Context: an optimization exercise on an open-source flow, tuned for a short achievable clock period and few clock cycles. The choices shown serve that exercise and are no tape-out recipe.
At most, simulation tests tie the RTL to the original design; equivalence was not proved.

==> inputs of v24 <==
==> flow/design.v <==
`timescale 1ns / 1ps
module ControlUnit (
    input  logic [31:0] instrCode,
    output logic        isR,
    output logic        isI,
    output logic        isLd,
    output logic        isSt,
    output logic        isBr,
    output logic        isLui,
    output logic        isAui,
    output logic        isJal,
    output logic        isJalr,
    output logic        usesRs1,
    output logic        usesRs2,
    output logic        writesRd,
    output logic [31:0] imm
);
    wire [4:0] opc = instrCode[6:2];
    assign isR    = (opc == 5'b01100);
    assign isI    = (opc == 5'b00100);
    assign isLd   = (opc == 5'b00000);
    assign isSt   = (opc == 5'b01000);
    assign isBr   = (opc == 5'b11000);
    assign isLui  = (opc == 5'b01101);
    assign isAui  = (opc == 5'b00101);
    assign isJal  = (opc == 5'b11011);
    assign isJalr = (opc == 5'b11001);
    assign usesRs1  = isR | isI | isLd | isSt | isBr | isJalr;
    assign usesRs2  = isR | isSt | isBr;
    assign writesRd = (isR | isI | isLd | isLui | isAui | isJal | isJalr) & (instrCode[11:7] != 5'd0);
    always_comb begin
        if (isSt)
            imm = {{20{instrCode[31]}}, instrCode[31:25], instrCode[11:7]};
        else if (isBr)
            imm = {{20{instrCode[31]}}, instrCode[7], instrCode[30:25], instrCode[11:8], 1'b0};
        else if (isLui | isAui)
            imm = {instrCode[31:12], 12'b0};
        else if (isJal)
            imm = {{12{instrCode[31]}}, instrCode[19:12], instrCode[20], instrCode[30:21], 1'b0};
        else
            imm = {{20{instrCode[31]}}, instrCode[31:20]};
    end
endmodule
`timescale 1ns / 1ps
module RegisterFile (
    input  logic        clk,
    input  logic        weA,
    input  logic [ 4:0] waA,
    input  logic [31:0] wdA,
    input  logic        weB,
    input  logic [ 4:0] waB,
    input  logic [31:0] wdB,
    input  logic [ 4:0] ra1,
    input  logic [ 4:0] ra2,
    output logic [31:0] rd1,
    output logic [31:0] rd2
);
    logic [31:0][31:0] regs;
    assign regs[0] = 32'd0;
    genvar i;
    generate
        for (i = 1; i < 32; i++) begin : g_reg
            always_ff @(posedge clk) begin
                if (weA && waA == i) regs[i] <= wdA;
                else if (weB && waB == i) regs[i] <= wdB;
            end
        end
    endgenerate
    assign rd1 = regs[ra1];
    assign rd2 = regs[ra2];
endmodule
module add32 (
    input  logic [31:0] a,
    input  logic [31:0] b,
    input  logic        cin,
    output logic [31:0] s,
    output logic        cout
);
    logic [31:0] g [0:5];
    logic [31:0] p [0:5];
    logic [31:0] x;
    assign x    = a ^ b;
    assign g[0] = (a & b) | {31'b0, x[0] & cin};
    assign p[0] = {x[31:1], 1'b0};
    genvar l, i;
    generate
        for (l = 0; l < 5; l++) begin : g_lvl
            for (i = 0; i < 32; i++) begin : g_bit
                if (i >= (1 << l)) begin : g_op
                    assign g[l+1][i] = g[l][i] | (p[l][i] & g[l][i-(1<<l)]);
                    assign p[l+1][i] = p[l][i] & p[l][i-(1<<l)];
                end else begin : g_pass
                    assign g[l+1][i] = g[l][i];
                    assign p[l+1][i] = p[l][i];
                end
            end
        end
    endgenerate
    assign s    = x ^ {g[5][30:0], cin};
    assign cout = g[5][31];
endmodule
module alu (
    input  logic [31:0] a,
    input  logic [31:0] b,
    input  logic [31:0] bx,
    input  logic        sub,
    input  logic        sra,
    input  logic [ 7:0] sel,       
    output logic [31:0] sum,
    output logic [31:0] result,
    output logic        eq,
    output logic        lt,
    output logic        ltu
);
    logic cout;
    add32 U_ADD (.a(a), .b(bx), .cin(sub), .s(sum), .cout(cout));
    wire [31:0] axb = a ^ b;
    assign eq  = ~|axb;
    assign ltu = ~cout;
    assign lt  = (a[31] ^ b[31]) ? a[31] : sum[31];
    logic [31:0] sll, srx;
    assign sll = a << b[4:0];
    assign srx = $signed({sra & a[31], a}) >>> b[4:0];
    assign result = ({32{sel[0]}} & sum)
                  | ({32{sel[1]}} & sll)
                  | ({32{sel[2]}} & {31'b0, lt})
                  | ({32{sel[3]}} & {31'b0, ltu})
                  | ({32{sel[4]}} & axb)
                  | ({32{sel[5]}} & srx)
                  | ({32{sel[6]}} & (a | b))
                  | ({32{sel[7]}} & (a & b));
endmodule
`timescale 1ns / 1ps
module CPU_RV32I (
    input  logic        clk,
    input  logic        reset,
    input  logic [31:0] instrCode,
    output logic [31:0] instrMemAddr,
    output logic        busWe,
    output logic [31:0] busAddr,
    output logic [31:0] busWData,
    input  logic [31:0] busRData,
    output logic        transfer,
    input  logic        ready
);
    localparam int QB = 4;   
    localparam int QW = $clog2(QB);
    logic [31:0] pc;
    logic        d_valid;
    logic [31:0] d_ir, d_pc;
    logic        e_valid;
    logic [31:0] e_a, e_b, e_bx, e_s, e_alt, e_link;
    logic        e_fwdA, e_fwdB, e_fwdS;
    logic        e_sub, e_sra;
    logic [ 7:0] e_sel;
    logic        e_linksel;
    logic        e_isLd, e_isSt, e_isBr, e_isJalr, e_pred;
    logic [ 2:0] e_bf3;
    logic        e_wr;
    logic [ 4:0] e_rd;
    logic        w_we;
    logic [ 4:0] w_rd;
    logic [31:0] w_res;
    logic        q0_v, q0_we;
    logic [31:0] q0_addr, q0_data;
    logic [ 4:0] q0_rd;         
    logic          b_we  [QB];
    logic [31:0]   b_addr[QB];
    logic [31:0]   b_data[QB];
    logic [ 4:0]   b_rd  [QB];  
    logic [QW-1:0] b_rp, b_wp;
    logic [QW:0]   b_cnt;
    logic        l_v;
    logic [ 4:0] l_rd;
    logic [31:0] l_data;
    assign instrMemAddr = pc;
    assign transfer     = q0_v;
    assign busWe        = q0_we;
    assign busAddr      = q0_addr;
    assign busWData     = q0_data;
    logic isR, isI, isLd, isSt, isBr, isLui, isAui, isJal, isJalr;
    logic usesRs1, usesRs2, writesRd;
    logic [31:0] imm;
    ControlUnit U_ControlUnit (
        .instrCode(d_ir),
        .isR(isR), .isI(isI), .isLd(isLd), .isSt(isSt), .isBr(isBr),
        .isLui(isLui), .isAui(isAui), .isJal(isJal), .isJalr(isJalr),
        .usesRs1(usesRs1), .usesRs2(usesRs2), .writesRd(writesRd),
        .imm(imm)
    );
    wire [4:0] rd  = d_ir[11:7];
    wire [4:0] rs1 = d_ir[19:15];
    wire [4:0] rs2 = d_ir[24:20];
    wire [2:0] f3  = d_ir[14:12];
    logic [31:0] rf1, rf2;
    RegisterFile U_RegFile (
        .clk(clk),
        .weA(w_we), .waA(w_rd), .wdA(w_res),
        .weB(l_v), .waB(l_rd), .wdB(l_data),
        .ra1(rs1), .ra2(rs2),
        .rd1(rf1), .rd2(rf2)
    );
    wire [31:0] v1 = (w_we && w_rd == rs1) ? w_res : ((l_v && l_rd == rs1) ? l_data : rf1);
    wire [31:0] v2 = (w_we && w_rd == rs2) ? w_res : ((l_v && l_rd == rs2) ? l_data : rf2);
    wire [4:0] e_ldrd = (e_valid & e_isLd) ? e_rd : 5'd0;
    logic pend1, pend2;
    always_comb begin
        pend1 = (e_ldrd == rs1) | (q0_rd == rs1);
        pend2 = (e_ldrd == rs2) | (q0_rd == rs2);
        for (int k = 0; k < QB; k++) begin
            pend1 = pend1 | (b_rd[k] == rs1);
            pend2 = pend2 | (b_rd[k] == rs2);
        end
        pend1 = pend1 & (rs1 != 5'd0);
        pend2 = pend2 & (rs2 != 5'd0);
    end
    wire e_mem = e_valid & (e_isLd | e_isSt);
    wire haz_ld  = (usesRs1 & pend1) | (usesRs2 & pend2);
    wire haz_mem = (isLd | isSt) & ((b_cnt + q0_v + e_mem) >= QB + 1);
    wire d_stall = d_valid & (haz_ld | haz_mem);
    wire e_fw = e_valid & e_wr;
    wire fwdA = usesRs1 & e_fw & (e_rd == rs1);
    wire fwdB = (isR | isBr) & e_fw & (e_rd == rs2);
    wire fwdS = isSt & e_fw & (e_rd == rs2);
    logic [31:0] d_tgt, d_pc4;
    logic        co0, co1;
    add32 U_TGT (.a(d_pc), .b(imm), .cin(1'b0), .s(d_tgt), .cout(co0));
    add32 U_PC4 (.a(d_pc), .b(32'd4), .cin(1'b0), .s(d_pc4), .cout(co1));
    wire d_pred = isJal | (isBr & d_ir[31]);
    logic ex_redirect;
    wire  d_go       = d_valid & ~d_stall & ~ex_redirect;
    wire  d_redirect = d_valid & ~d_stall & d_pred;
    wire d_sub = (isR & d_ir[30] & (f3 == 3'b000)) | ((isR | isI) & (f3[2:1] == 2'b01)) | isBr;
    wire [31:0] d_b = (isR | isBr) ? v2 : imm;
    wire [31:0] A  = e_fwdA ? w_res : e_a;
    wire [31:0] B  = e_fwdB ? w_res : e_b;
    wire [31:0] Bx = e_fwdB ? (w_res ^ {32{e_sub}}) : e_bx;
    wire [31:0] S  = e_fwdS ? w_res : e_s;
    logic [31:0] sum, alu_res;
    logic        eq, lt, ltu;
    alu U_ALU (
        .a(A), .b(B), .bx(Bx), .sub(e_sub), .sra(e_sra), .sel(e_sel),
        .sum(sum), .result(alu_res), .eq(eq), .lt(lt), .ltu(ltu)
    );
    wire [31:0] e_result = e_linksel ? e_link : alu_res;
    logic taken;
    always_comb begin
        case (e_bf3)
            3'b000:  taken = eq;
            3'b001:  taken = ~eq;
            3'b100:  taken = lt;
            3'b101:  taken = ~lt;
            3'b110:  taken = ltu;
            default: taken = ~ltu;
        endcase
    end
    assign ex_redirect = e_valid & (e_isJalr | (e_isBr & (taken ^ e_pred)));
    wire [31:0] ex_target = e_isJalr ? {sum[31:1], 1'b0} : e_alt;
    wire deq     = q0_v & ready;
    wire q0_free = ~q0_v | deq;
    wire b_empty = (b_cnt == '0);
    wire b_deq   = q0_free & ~b_empty;                  
    wire e_to_q0 = q0_free & b_empty & e_mem;           
    wire b_enq   = e_mem & ~(q0_free & b_empty);        
    wire       cancel = e_valid & (e_wr | e_isLd);
    wire [4:0] e_nrd  = e_isLd ? e_rd : 5'd0;
    function automatic logic [4:0] kept(input logic [4:0] r);
        kept = (cancel && r == e_rd) ? 5'd0 : r;
    endfunction
    always_ff @(posedge clk, posedge reset) begin
        if (reset) begin
            pc      <= 32'd0;
            d_valid <= 1'b0;
            e_valid <= 1'b0;
            w_we    <= 1'b0;
            q0_v    <= 1'b0;
            q0_rd   <= 5'd0;
            b_rp    <= '0;
            b_wp    <= '0;
            b_cnt   <= '0;
            l_v     <= 1'b0;
            for (int k = 0; k < QB; k++) b_rd[k] <= 5'd0;
        end else begin
            if (ex_redirect) pc <= ex_target;
            else if (d_redirect) pc <= d_tgt;
            else if (!d_stall) pc <= pc + 32'd4;
            if (ex_redirect || d_redirect) d_valid <= 1'b0;
            else if (!d_stall) d_valid <= 1'b1;
            e_valid <= d_go;
            w_we    <= e_valid & e_wr;
            l_v     <= deq & ~q0_we & (kept(q0_rd) != 5'd0);
            if (q0_free) begin
                if (!b_empty) begin
                    q0_v  <= 1'b1;
                    q0_rd <= kept(b_rd[b_rp]);
                end else if (e_mem) begin
                    q0_v  <= 1'b1;
                    q0_rd <= e_nrd;
                end else begin
                    q0_v  <= 1'b0;
                    q0_rd <= 5'd0;
                end
            end else begin
                q0_rd <= kept(q0_rd);
            end
            for (int k = 0; k < QB; k++) begin
                if (b_enq && b_wp == k) b_rd[k] <= e_nrd;
                else if (b_deq && b_rp == k) b_rd[k] <= 5'd0;
                else b_rd[k] <= kept(b_rd[k]);
            end
            if (b_enq) b_wp <= b_wp + 1'b1;
            if (b_deq) b_rp <= b_rp + 1'b1;
            b_cnt <= b_cnt + b_enq - b_deq;
        end
    end
    always_ff @(posedge clk) begin
        if (!d_stall) begin
            d_ir <= instrCode;
            d_pc <= pc;
        end
        e_a       <= isLui ? 32'd0 : (isAui ? d_pc : v1);
        e_b       <= d_b;
        e_bx      <= d_sub ? ~d_b : d_b;
        e_s       <= v2;
        e_alt     <= d_pred ? d_pc4 : d_tgt;
        e_link    <= d_pc4;
        e_fwdA    <= fwdA;
        e_fwdB    <= fwdB;
        e_fwdS    <= fwdS;
        e_sub     <= d_sub;
        e_sra     <= d_ir[30];
        e_sel[0]  <= ~(isR | isI) | (f3 == 3'b000);
        e_sel[1]  <= (isR | isI) & (f3 == 3'b001);
        e_sel[2]  <= (isR | isI) & (f3 == 3'b010);
        e_sel[3]  <= (isR | isI) & (f3 == 3'b011);
        e_sel[4]  <= (isR | isI) & (f3 == 3'b100);
        e_sel[5]  <= (isR | isI) & (f3 == 3'b101);
        e_sel[6]  <= (isR | isI) & (f3 == 3'b110);
        e_sel[7]  <= (isR | isI) & (f3 == 3'b111);
        e_linksel <= isJal | isJalr;
        e_isLd    <= isLd;
        e_isSt    <= isSt;
        e_isBr    <= isBr;
        e_isJalr  <= isJalr;
        e_pred    <= d_pred;
        e_bf3     <= f3;
        e_wr      <= writesRd & ~isLd;
        e_rd      <= rd;
        w_rd      <= e_rd;
        w_res     <= e_result;
        l_rd      <= q0_rd;
        l_data    <= busRData;
        if (q0_free) begin
            if (!b_empty) begin
                q0_we   <= b_we[b_rp];
                q0_addr <= b_addr[b_rp];
                q0_data <= b_data[b_rp];
            end else begin
                q0_we   <= e_isSt;
                q0_addr <= sum;
                q0_data <= S;
            end
        end
        for (int k = 0; k < QB; k++) begin
            if (e_mem && b_wp == k) begin
                b_we[k]   <= e_isSt;
                b_addr[k] <= sum;
                b_data[k] <= S;
            end
        end
    end
endmodule
==> flow/run.sh <==
#!/bin/bash
# synth_recipe.tcl (not shown) runs the flow's synth.tcl, then flattens the netlist and writes it again
# the make line also repeats each setting of config.mk as NAME=value (left out here)
make -C /OpenROAD-flow-scripts/flow DESIGN_CONFIG=/design/flow/config.mk WORK_HOME=/design/flow/orfs CLKGATE_MAP_FILE= SYNTH_SCRIPT=/design/flow/synth_recipe.tcl finish
==> flow/config.mk <==
export PLATFORM = sky130hd
export DESIGN_NAME = CPU_RV32I
export DESIGN_NICKNAME = CPU_RV32I
export VERILOG_FILES = /design/flow/design.v
export SDC_FILE = /design/flow/constraint.sdc
export NUM_CORES = 4
export LEC_CHECK = 0
export ABC_CLOCK_PERIOD_IN_PS = 2800
export CAP_MARGIN = 20
export CORE_MARGIN = 2
export CORE_UTILIZATION = 40
export SETUP_SLACK_MARGIN = 4.8
export SLEW_MARGIN = 20
==> flow/constraint.sdc <==
create_clock -name core_clock -period 8.0 [get_ports {clk}]
set_input_delay 1.6000 -clock core_clock [delete_from_list [all_inputs] [get_ports {clk}]]
set_output_delay 1.6000 -clock core_clock [all_outputs]
set_load 0.01 [all_outputs]
==> v6 (differences from v24) <==
--- a/flow/design.v
+++ b/flow/design.v
@@ -144,7 +144,7 @@
     input  logic        ready
 );
     localparam int QB = 4;   
-    localparam int QW = $clog2(QB);
+    localparam int QW = 2;      
     logic [31:0] pc;
     logic        d_valid;
     logic [31:0] d_ir, d_pc;
==> summary.md <==
| Metric | Value |
|---|---|
| Met3 Usage GRT | roughly 7.4% |
| I/O Buffers | 162 |
| Area delta synth->final | 26.35% |
| GR peak layer | met2 |
| Asr flop ratio synth | 3.961% |
| Clk_buf instances | about 260 |
| Final Cell Area | roughly 120000 µm² |
| Status | finished clean |
Source of the figures above: v24

==> summary.md <==
| Metric | Value |
|---|---|
| Met3 Usage GRT | 7.431% |
| Area delta synth->final | 26.35% |
| GR peak layer | met2 |
| Clk_buf instances | approximately 260 |
| Status | finished clean |
| Asr flop ratio synth | about 4% |
Source of the figures above: v6

Testbench counts of v6, summed over its fixed seeds: cycles 76,895.
Only the layout flow was run in v24; the RTL was not checked for function there.

## what the ideal ports hide
In the flow no input, the clock included, has a driving cell. The finished layouts below were timed again as built, in two steps.
Step 1 (the two cells are an assumption about what drives the block):
set clk [get_ports {clk}]
set_driving_cell -lib_cell sky130_fd_sc_hd__clkbuf_16 $clk
set_driving_cell -lib_cell sky130_fd_sc_hd__buf_2 [delete_from_list [all_inputs] $clk]
Step 2 moves the port delays by t, midway between the first and last clock arrival at a register: inputs arrive t later, outputs are due t later. That takes back most of the time a late clock gives input paths.
a / b / c = no drivers / after step 1 / after step 2; a / b = the first two.
| run | t (ns) | setup slack, ns | worst register clock-pin slew, ns | worst slew at a driven data input, ns |
|---|---|---|---|---|
| v24 | 0.955 | 3.803 / 3.803 / 3.803 | 0.07 / 0.07 | 0.09 |
| v6 | 0.955 | 3.803 / 3.803 / 3.803 | 0.07 / 0.07 | 0.09 |
After both steps setup and hold are still met in every run listed.
